From an optimization exercise on the open Yosys and OpenROAD flow, aimed at small area and a short achievable clock period; shortcuts taken in it are not production practice.
The RTL of this run was laid out without a check of its function.
Power is estimated from default activity; no workload was simulated.

`flow/config.mk`:
```
export PLATFORM = sky130hd
export DESIGN_NAME = MAC
export DESIGN_NICKNAME = MAC
export VERILOG_FILES = /design/flow/design.v
export SDC_FILE = /design/flow/constraint.sdc
export NUM_CORES = 4
export LEC_CHECK = 0
export CAP_MARGIN = 20
export CORE_MARGIN = 2
export CORE_UTILIZATION = 40
export SLEW_MARGIN = 20
```
`flow/constraint.sdc`:
```
create_clock -name core_clock -period 19.0 [get_ports {clk}]
set_input_delay 3.8000 -clock core_clock [delete_from_list [all_inputs] [get_ports {clk}]]
set_output_delay 3.8000 -clock core_clock [all_outputs]
set_load 0.01 [all_outputs]
```
`flow/design.v`:
```
module FullAdder(A,B,C,sum, carry);
	input A,B,C;
	output sum,carry;
	assign sum = A^B^C;
	assign carry = (A&B) | (B&C) | (C&A);
endmodule
module	FA4(A,B,Cin, sum,carry);
	input [3:0] A,B;
	input Cin;
	output [3:0] sum;
	output carry;
	wire C1,C2,C3;
	FullAdder FA_0(A[0],B[0],Cin,sum[0],C1);
	FullAdder FA_1(A[1],B[1],C1, sum[1], C2);
	FullAdder FA_2(A[2],B[2],C2, sum[2], C3);
	FullAdder FA_3(A[3],B[3], C3, sum[3], carry);
endmodule
module FA8(A,B,Cin,Sum,Carry);
	input [7:0] A,B;
	input Cin;
	output [7:0] Sum;
	output Carry;
	wire C1;
	FA4 f1(A[3:0],B[3:0], Cin, Sum[3:0], C1);
	FA4 f2(A[7:4],B[7:4], C1, Sum[7:4], Carry);
endmodule
module FA16(A,B,Cin,Sum,Cout);
	input [15:0] A,B;
	input Cin;
	output [15:0] Sum;
	output Cout;
	wire C1;
	FA8 f1(A[7:0],B[7:0], Cin, Sum[7:0], C1);
	FA8 f2(A[15:8],B[15:8], C1, Sum[15:8], Cout);
endmodule
module FA36(A,B,Sum,Carry);
	input [35:0] A,B;
	output [35:0] Sum;
	output Carry;
	wire C0,C1;
	FA16 f1(A[15:0],B[15:0],1'b0,Sum[15:0],C0);
	FA16 f2(A[31:16],B[31:16],C0,Sum[31:16],C1);
	FA4 f3(A[35:32],B[35:32],C1,Sum[35:32],Carry);
endmodule
module FA(A,B,C,sum, carry);
	input A,B,C;
	output sum,carry;
	assign sum = A^B^C;
	assign carry = (A&B) | (B&C) | (C&A);
endmodule
module HA(A,B,sum, carry);
	input A,B;
	output sum,carry;
	assign sum = A^B;
	assign carry = A&B;
endmodule
module step1(A,B,P1,P2,P3,P4,P5,P6,P7,P8);
	input [7:0] A,B;
	output [7:0] P1,P2,P3,P4,P5,P6,P7,P8;
	assign P1[0] = A[0] & B[0];
	assign P1[1] = A[1] & B[0];
	assign P1[2] = A[2] & B[0];
	assign P1[3] = A[3] & B[0];
	assign P1[4] = A[4] & B[0];
	assign P1[5] = A[5] & B[0];
	assign P1[6] = A[6] & B[0];
	assign P1[7] = A[7] & B[0];
	assign P2[0] = A[0] & B[1];
	assign P2[1] = A[1] & B[1];
	assign P2[2] = A[2] & B[1];
	assign P2[3] = A[3] & B[1];
	assign P2[4] = A[4] & B[1];
	assign P2[5] = A[5] & B[1];
	assign P2[6] = A[6] & B[1];
	assign P2[7] = A[7] & B[1];
	assign P3[0] = A[0] & B[2];
	assign P3[1] = A[1] & B[2];
	assign P3[2] = A[2] & B[2];
	assign P3[3] = A[3] & B[2];
	assign P3[4] = A[4] & B[2];
	assign P3[5] = A[5] & B[2];
	assign P3[6] = A[6] & B[2];
	assign P3[7] = A[7] & B[2];
	assign P4[0] = A[0] & B[3];
	assign P4[1] = A[1] & B[3];
	assign P4[2] = A[2] & B[3];
	assign P4[3] = A[3] & B[3];
	assign P4[4] = A[4] & B[3];
	assign P4[5] = A[5] & B[3];
	assign P4[6] = A[6] & B[3];
	assign P4[7] = A[7] & B[3];
	assign P5[0] = A[0] & B[4];
	assign P5[1] = A[1] & B[4];
	assign P5[2] = A[2] & B[4];
	assign P5[3] = A[3] & B[4];
	assign P5[4] = A[4] & B[4];
	assign P5[5] = A[5] & B[4];
	assign P5[6] = A[6] & B[4];
	assign P5[7] = A[7] & B[4];
	assign P6[0] = A[0] & B[5];
	assign P6[1] = A[1] & B[5];
	assign P6[2] = A[2] & B[5];
	assign P6[3] = A[3] & B[5];
	assign P6[4] = A[4] & B[5];
	assign P6[5] = A[5] & B[5];
	assign P6[6] = A[6] & B[5];
	assign P6[7] = A[7] & B[5];
	assign P7[0] = A[0] & B[6];
	assign P7[1] = A[1] & B[6];
	assign P7[2] = A[2] & B[6];
	assign P7[3] = A[3] & B[6];
	assign P7[4] = A[4] & B[6];
	assign P7[5] = A[5] & B[6];
	assign P7[6] = A[6] & B[6];
	assign P7[7] = A[7] & B[6];
	assign P8[0] = A[0] & B[7];
	assign P8[1] = A[1] & B[7];
	assign P8[2] = A[2] & B[7];
	assign P8[3] = A[3] & B[7];
	assign P8[4] = A[4] & B[7];
	assign P8[5] = A[5] & B[7];
	assign P8[6] = A[6] & B[7];
	assign P8[7] = A[7] & B[7];
endmodule
module it(P1,P2,P3,P4,P5,P6,P7,P8,S,C);
	input [7:0] P1,P2,P3,P4,P5,P6,P7,P8;
	output [14:0] S;
	output [10:0] C;	 
	wire [9:0] S1,S2;	
	wire [7:0] C1,C2;	 
	assign S1[0] = P1[0];  
	HA h1(P1[1],P2[0],S1[1],C1[0]);
	FA f1(P1[2],P2[1],P3[0],S1[2],C1[1]);
	FA f2(P1[3],P2[2],P3[1],S1[3],C1[2]);
	FA f3(P1[4],P2[3],P3[2],S1[4],C1[3]);
	FA f4(P1[5],P2[4],P3[3],S1[5],C1[4]);
	FA f5(P1[6],P2[5],P3[4],S1[6],C1[5]);
	FA f6(P1[7],P2[6],P3[5],S1[7],C1[6]);
	HA h2(P2[7],P3[6],S1[8],C1[7]);
	assign S1[9] = P3[7];
	assign S2[0] = P4[0];  
	HA i1h1(P4[1],P5[0],S2[1],C2[0]);
	FA i1f1(P4[2],P5[1],P6[0],S2[2],C2[1]);
	FA i1f2(P4[3],P5[2],P6[1],S2[3],C2[2]);
	FA i1f3(P4[4],P5[3],P6[2],S2[4],C2[3]);
	FA i1f4(P4[5],P5[4],P6[3],S2[5],C2[4]);
	FA i1f5(P4[6],P5[5],P6[4],S2[6],C2[5]);
	FA i1f6(P4[7],P5[6],P6[5],S2[7],C2[6]);
	HA i1h2(P5[7],P6[6],S2[8],C2[7]);
	assign S2[9] = P6[7];
	wire [10:0] S3;
	wire [9:0] C3;
	assign S3[0] = S1[0];
	assign S3[1] = S1[1];
	HA i2h1(S1[2],C1[0],S3[2],C3[0]);
	FA i2f1(S1[3],C1[1],S2[0],S3[3],C3[1]);
	FA i2f2(S1[4],C1[2],S2[1],S3[4],C3[2]);
	FA i2f3(S1[5],C1[3],S2[2],S3[5],C3[3]);
	FA i2f4(S1[6],C1[4],S2[3],S3[6],C3[4]);
	FA i2f5(S1[7],C1[5],S2[4],S3[7],C3[5]);
	FA i2f6(S1[8],C1[6],S2[5],S3[8],C3[6]);
	FA i2f7(S1[9],C1[7],S2[6],S3[9],C3[7]);
	assign S3[10] = S2[7];
	assign C3[8] = S2[8];
	assign C3[9] = S2[9];
	wire [9:0] S4;
	wire [7:0] C4;
	assign S4[0] = C2[0];  
	HA it2h1(C2[1],P7[0],S4[1],C4[0]);
	FA it2f1(C2[2],P7[1],P8[0],S4[2],C4[1]);
	FA it2f2(C2[3],P7[2],P8[1],S4[3],C4[2]);
	FA it2f3(C2[4],P7[3],P8[2],S4[4],C4[3]);
	FA it2f4(C2[5],P7[4],P8[3],S4[5],C4[4]);
	FA it2f5(C2[6],P7[5],P8[4],S4[6],C4[5]);
	FA it2f6(C2[7],P7[6],P8[5],S4[7],C4[6]);
	HA it2h2(P7[7],P8[6],S4[8],C4[7]);
	assign S4[9] = P8[7];
	wire [13:0] S5;
	wire [10:0] C5;
	assign S5[0] = S3[0];
	assign S5[1] = S3[1];
	assign S5[2] = S3[2];
	HA i3h1(S3[3],C3[0],S5[3],C5[0]);
	HA i3h2(S3[4],C3[1],S5[4],C5[1]);
	FA i3f1(S3[5],C3[2],S4[0],S5[5],C5[2]);
	FA i3f2(S3[6],C3[3],S4[1],S5[6],C5[3]);
	FA i3f3(S3[7],C3[4],S4[2],S5[7],C5[4]);
	FA i3f4(S3[8],C3[5],S4[3],S5[8],C5[5]);
	FA i3f5(S3[9],C3[6],S4[4],S5[9],C5[6]);
	FA i3f6(S3[10],C3[7],S4[5],S5[10],C5[7]);
	HA i3h3(C3[8],S4[6],S5[11],C5[8]);
	HA i3h4(C3[9],S4[7],S5[12],C5[9]);
	assign S5[13] = S4[8];
	assign C5[10] = S4[9];
	assign S[0] = S5[0];
	assign S[1] = S5[1];
	assign S[2] = S5[2];
	assign S[3] = S5[3];
	HA i4h1(S5[4],C5[0],S[4],C[0]);
	HA i4h2(S5[5],C5[1],S[5],C[1]);
	HA i4h3(S5[6],C5[2],S[6],C[2]);
	FA i4f1(S5[7],C5[3],C4[0],S[7],C[3]);
	FA i4f2(S5[8],C5[4],C4[1],S[8],C[4]);
	FA i4f3(S5[9],C5[5],C4[2],S[9],C[5]);
	FA i4f4(S5[10],C5[6],C4[3],S[10],C[6]);
	FA i4f5(S5[11],C5[7],C4[4],S[11],C[7]);
	FA i4f6(S5[12],C5[8],C4[5],S[12],C[8]);
	FA i4f7(S5[13],C5[9],C4[6],S[13],C[9]);
	HA i4h4(C5[10],C4[7],S[14],C[10]);
endmodule
module wm(A,B,Sum,Cout);
input [7:0] A,B;	 
output [15:0] Sum;		 
output Cout;
wire [7:0] P1,P2,P3,P4,P5,P6,P7,P8;
step1 s(A,B,P1,P2,P3,P4,P5,P6,P7,P8);
wire [14:0] S;
wire [10:0] C;
it i(P1,P2,P3,P4,P5,P6,P7,P8,S,C);
wire [15:0] a,b;	 
assign a[14:0] = S[14:0];
assign a[15] = 1'b0;
assign b[4:0] = 5'b00000;
assign b[15:5] = C[10:0];
FA16 add(a,b,1'b0,Sum,Cout);
endmodule
module Wallace16bit(A,B,out);
	input [15:0] A,B;
	output [35:0] out;
	wire cout1,cout2,cout3,cout4;
	wire [15:0] pp1,pp2,pp3,pp4;
	wm w1(A[7:0],B[7:0],pp1,cout1); 
	wm w2(A[15:8],B[7:0],pp2,cout2);
	wm w3(A[7:0],B[15:8],pp3,cout3);
	wm w4(A[15:8],B[15:8],pp4,cout4);
	assign out[7:0] = pp1[7:0];
	wire c1,c2,c3,c4,c5;
	wire [7:0] t1,t2;
	FA8 a(pp1[15:8],pp2[7:0],1'b0,t1,c1);
	FA8 b(t1,pp3[7:0],1'b0,out[15:8],c2);
	FA8 c(pp2[15:8],pp3[15:8],c1,t2,c3);
	FA8 d(t2,pp4[7:0],c2,out[23:16],c4);
	wire [7:0] ca1;
	assign ca1[0] = c3;
	assign ca1[7:1] = 7'd0;
	FA8 e(pp4[15:8],ca1,c4,out[31:24],c5);
	assign out[35:32] = 4'd0;
endmodule
module dff(d,clk,reset,q);
	input [35:0] d;
	input clk, reset;
	output reg [35:0] q;
	always @(posedge clk or posedge reset)
	begin
		if(reset)
 			q <= 36'd0;
		else
			q <= d;
	end
endmodule
module MAC(A,B,out,clk,reset);
	input [15:0] A,B;
	input clk,reset;
	output [35:0] out;
	wire [35:0] out1,temp;
	Wallace16bit w(A,B,out1);
	dff d1 (out1,clk,reset,temp);
	wire [35:0] sumt,outff;
	wire c;
	FA36 fa (temp,outff,out,c);
	dff d2 (out,clk,reset,outff);
endmodule
```
`flow/run.sh`:
```
#!/bin/bash
# synth_recipe.tcl (not shown) runs the flow's synth.tcl, then flattens the netlist and writes it again
# the make line also repeats each setting of config.mk as NAME=value (left out here)
make -C /OpenROAD-flow-scripts/flow DESIGN_CONFIG=/design/flow/config.mk WORK_HOME=/design/flow/orfs CLKGATE_MAP_FILE= SYNTH_SCRIPT=/design/flow/synth_recipe.tcl finish
```
==> results_dict.tcl <==
set metrics [dict create \
    chipHeight_um 167 \
    timing.hold.ws_ns 0.458 \
    data_arrival_time_of_the_worst_path_ns 14.64 \
    clock-skew-final_ns 0.0111 \
    cts_made_buffers 9 \
    number_of_standard_cells_after_synthesis 955 \
    drtIter0Drc 186 \
    synth-seq-cells 68 \
    critical_path.startpoint_type "register" \
    dr_total_vias 5929 \
    max_cap_viol_count 0 \
    gpl.final_weighted_congestion 0.749 \
    synth_top_family_by_area "adder cells" \
    power_switching_share_pct 44.9 \
    setup_violations 0 \
    yosys.cell_types.count 11 \
    max_freq_ghz 0.0542 \
    grt_setup_unrepaired "no" \
    root_buffer "clkbuf_16" \
    run_status "finished clean" \
    total_power_mw 2.13 \
    intPower_mw 1.18 \
    ff2ff_path_depth 36 \
    cts.reportedPaths.clkPinSlew_ns 0.06 \
    post_drt_via_cell_ratio 4.53 \
    grt_max_degree 69 \
    layout_cells_sized_above_1_pct 5.95 \
    vias_in_the_first_global_route 6472 \
    globalRouteOverflowTotal 0 \
    layout.nets 1330 \
    buffering_stage_count_on_the_worst_path_with_inverters_included 1 \
    layout-area-overhead-vs-synth_pct 8.77 \
    crit_path_frequent_cell "fa_2" \
    netSwitchingPower_uw 958 \
    timing.critical_path.slowest_stage_cell "fa_1" \
    cts-htree-levels 3 \
    cts.path.max_buffers 2 \
    comb_pwr_share_pct 77.4 \
    setup.worst_path.class "reg2out" \
    post-route-min-period_ns 18.44 \
    routed_wire_length_per_instance_um 14.7 \
    post_synthesis_instance_area_um2 10600 \
    num_rows 59 \
    initial_utilization_pct 40.7 \
    yosys.area_share.simple_pct 13.2 \
    slew-limit-headroom_pct 43.4 \
    core-area_um2 26000 \
    worst_hold_path.num_cells 1 \
    firstDrtPassIters 4 \
    final_hold_viol_count 0 \
    syn-mean-instance-area_um2 11.1 \
    cts_tree "built" \
    most_frequent_cells_in_the_layout "inv_1, fa_1, and2_1" \
    max_stage_delay_ns 0.46 \
    synth-adder-area-share_pct 56.4 \
    final.fill_count 2436 \
    leading_cell_type_in_the_layout_fill_and_taps_excluded "inv_1" \
    wirelength_um 19300 \
    clock_insertion_delay_at_the_later_pin_of_the_skew_report_ns 0.34 \
    cts_hold_buffers 0 \
    synth_seq_area_share_pct 16.1 \
    vdd.ir_drop.worst_mv 0.172 \
    path_delay_family "adder cells" \
    antennaDiodeCount 0 \
    postSynthNetCount 1315 \
    synth_mux_area_share_pct 0 \
    complex_gate_fraction_of_the_synthesized_area_pct 0 \
    drc 0 \
    count_of_nets_left_with_antenna_violations_after_detail_routing 0 \
    max_slew.worst_pin.slew_ns 0.849 \
    worstHoldPathType "reg2reg" \
    tritoncts_num_sinks 68 \
    multi_input_area_um2 7480 \
    worstPathRequired_ns 15.20 \
    crit_cells 36 \
    initial_antenna_violation_count 0 \
    p_leak_nw 5.49 \
    grt_pass1_wl_um 33500 \
    port_buffers 69 \
    worstPathMaxFanout 2 \
    final-seq-area_um2 1700 \
    synth.yosys.warnings 1 \
    min_period_over_period_pct 97.1 \
    p_clk_share_pct 8.5 \
    seq_power_share_pct 14.1 \
    place_hpwl_um 14900 \
    power-per-cell-area_nw_per_um2 186 \
    fp.dieArea_um2 27700 \
    crit_path_end_kind "output port" \
    grt_usage_pct 15.2 \
    yosys.area_share.xor_xnor_pct 0.556 \
    pin_count 70 \
    pins_over_slew_limit 0 \
    die_width_um 167 \
]
==> worst paths after layout <==
kind / end / slack (ns) / start
max: out[34] / 0.56 / d2.q[0]$_DFF_PP0_
min: d2.q[35]$_DFF_PP0_ / 0.46 / d2.q[35]$_DFF_PP0_
max reg2reg: d2.q[35]$_DFF_PP0_ / 4.79 / d2.q[0]$_DFF_PP0_
min reg2reg: d2.q[35]$_DFF_PP0_ / 0.46 / d2.q[35]$_DFF_PP0_
max in group asynchronous: d1.q[4]$_DFF_PP0_ / 14.41 / reset
min in group asynchronous: d2.q[20]$_DFF_PP0_ / 4.04 / reset
==> layout make-up <==
cell class	instances	area share, %
multi-input cells	587	65.0
repair buffers	72	6.17
clock inverters	6	0.773
clock buffers	10	1.99
inverters	232	7.58
flip-flops and latches	68	14.8
well taps	335	3.65
==> worst register-to-register path, delay by kind of cell, from the launching register on <==
family | cells | cell delay, ns
fa+ha+maj | 35 | 13.56
flops | 1 | 0.36
xor+xnor | 1 | 0.17
==> power groups by stage <==
stage / Combinational, mW / Sequential [mW] / Clock, mW
6_report: 1.65 / 0.300 / 0.181
5_1_grt: 1.94 / 0.310 / 0.191
4_1_cts: 1.72 / 0.302 / 0.186
3_5_place_dp: 1.70 / 0.300 / 0
3_3_place_gp: 1.65 / 0.300 / 0
2_1_floorplan: 1.21 / 0.294 / 0
==> routing by layer <==
| metal | vias up | GRT usage (%) | part of all wire [%] |
|---|---|---|---|
| met3 | 12 | 2.19 | 3.3 |
| met2 | 85 | 24.0 | 48 |
| met5 | - | 0 | 0 |
| li1 | 2689 | - | - |
| met1 | 3143 | 22.4 | 48 |
| met4 | 0 | 3.04 | 0.92 |
==> per-stage QoR <==
| step | utilization, % | cell area, um^2 | setup slack [ns] | cells | setup TNS [ns] |
|---|---|---|---|---|---|
| 6_report | 44.2 | 11500 | 0.557 | 1310 | 0 |
| 3_3_place_gp | 42.8 | 11100 | -0.833 | 1294 | -2.55 |
| 3_5_place_dp | 42.8 | 11100 | -0.932 | 1294 | -2.97 |
| 4_1_cts | 44.2 | 11500 | 0.0432 | 1310 | 0 |
| 2_1_floorplan | - | 10600 | 0.00725 | 955 | 0 |
| 5_1_grt | 44.2 | 11500 | 0.0423 | 1310 | 0 |
==> cells in the mapped netlist <==
library cell | number | area share [%]
xor2_1 | 4 | 0.33
ha_1 | 76 | 9.0
fa_1 | 250 | 47
inv_1 | 232 | 8.2
nand2_1 | 89 | 3.2
and2_2 | 10 | 0.71
dfrtp_1 | 68 | 16
buf_6 | 21 | 2.2
buf_4 | 47 | 3.3
and2_1 | 157 | 9.3
xor3_1 | 1 | 0.22
==> cell families (layout without fill, tap and decap cells) <==
logic type,count (synthesis),after routing
xor+xnor,5,5
fa+ha+maj,326,326
buf+inv,300,320
flops,68,68
simple gates,256,256
==> what timing repair did <==
| action | CTS | global route |
|---|---|---|
| gates resized for setup | 20 | 8 |
| setup buffers | 0 | 0 |
| setup endpoints to repair | 6 | 4 |
| endpoints found under the hold margin | 0 | 0 |
==> state kept, by name, summed over array words and instances, names as in the netlist <==
signal / count
d1.q: 32
d2.q: 36

==> port drivers added, routing unchanged <==
In the flow no input, the clock included, has a driving cell. The finished layout below was timed again as built, in two steps.
Step 1: set_driving_cell puts a clkbuf_16 on clk and a buf_2 on each other input, an assumption about the parent block.
Step 2, shift: input delay + t, output delay - t, t = (earliest + latest rising clock arrival at the registers) / 2. This alone moves slack from input paths to output paths.
Slacks: ideal ports / drivers / drivers and shift; pairs: ideal ports / drivers.
shift t [ns]: 0.381
setup WS [ns]: 0.557 / 0.510 / 0.890
hold slack, ns: 0.458 / 0.458 / 0.458
worst setup path after step 2: register to output
cell pins on the clock port's net: 1
After both steps setup and hold are still met in this run. For this run, drivers alone change the setup slack by -0.047 ns; drivers and shift together by +0.333 ns.
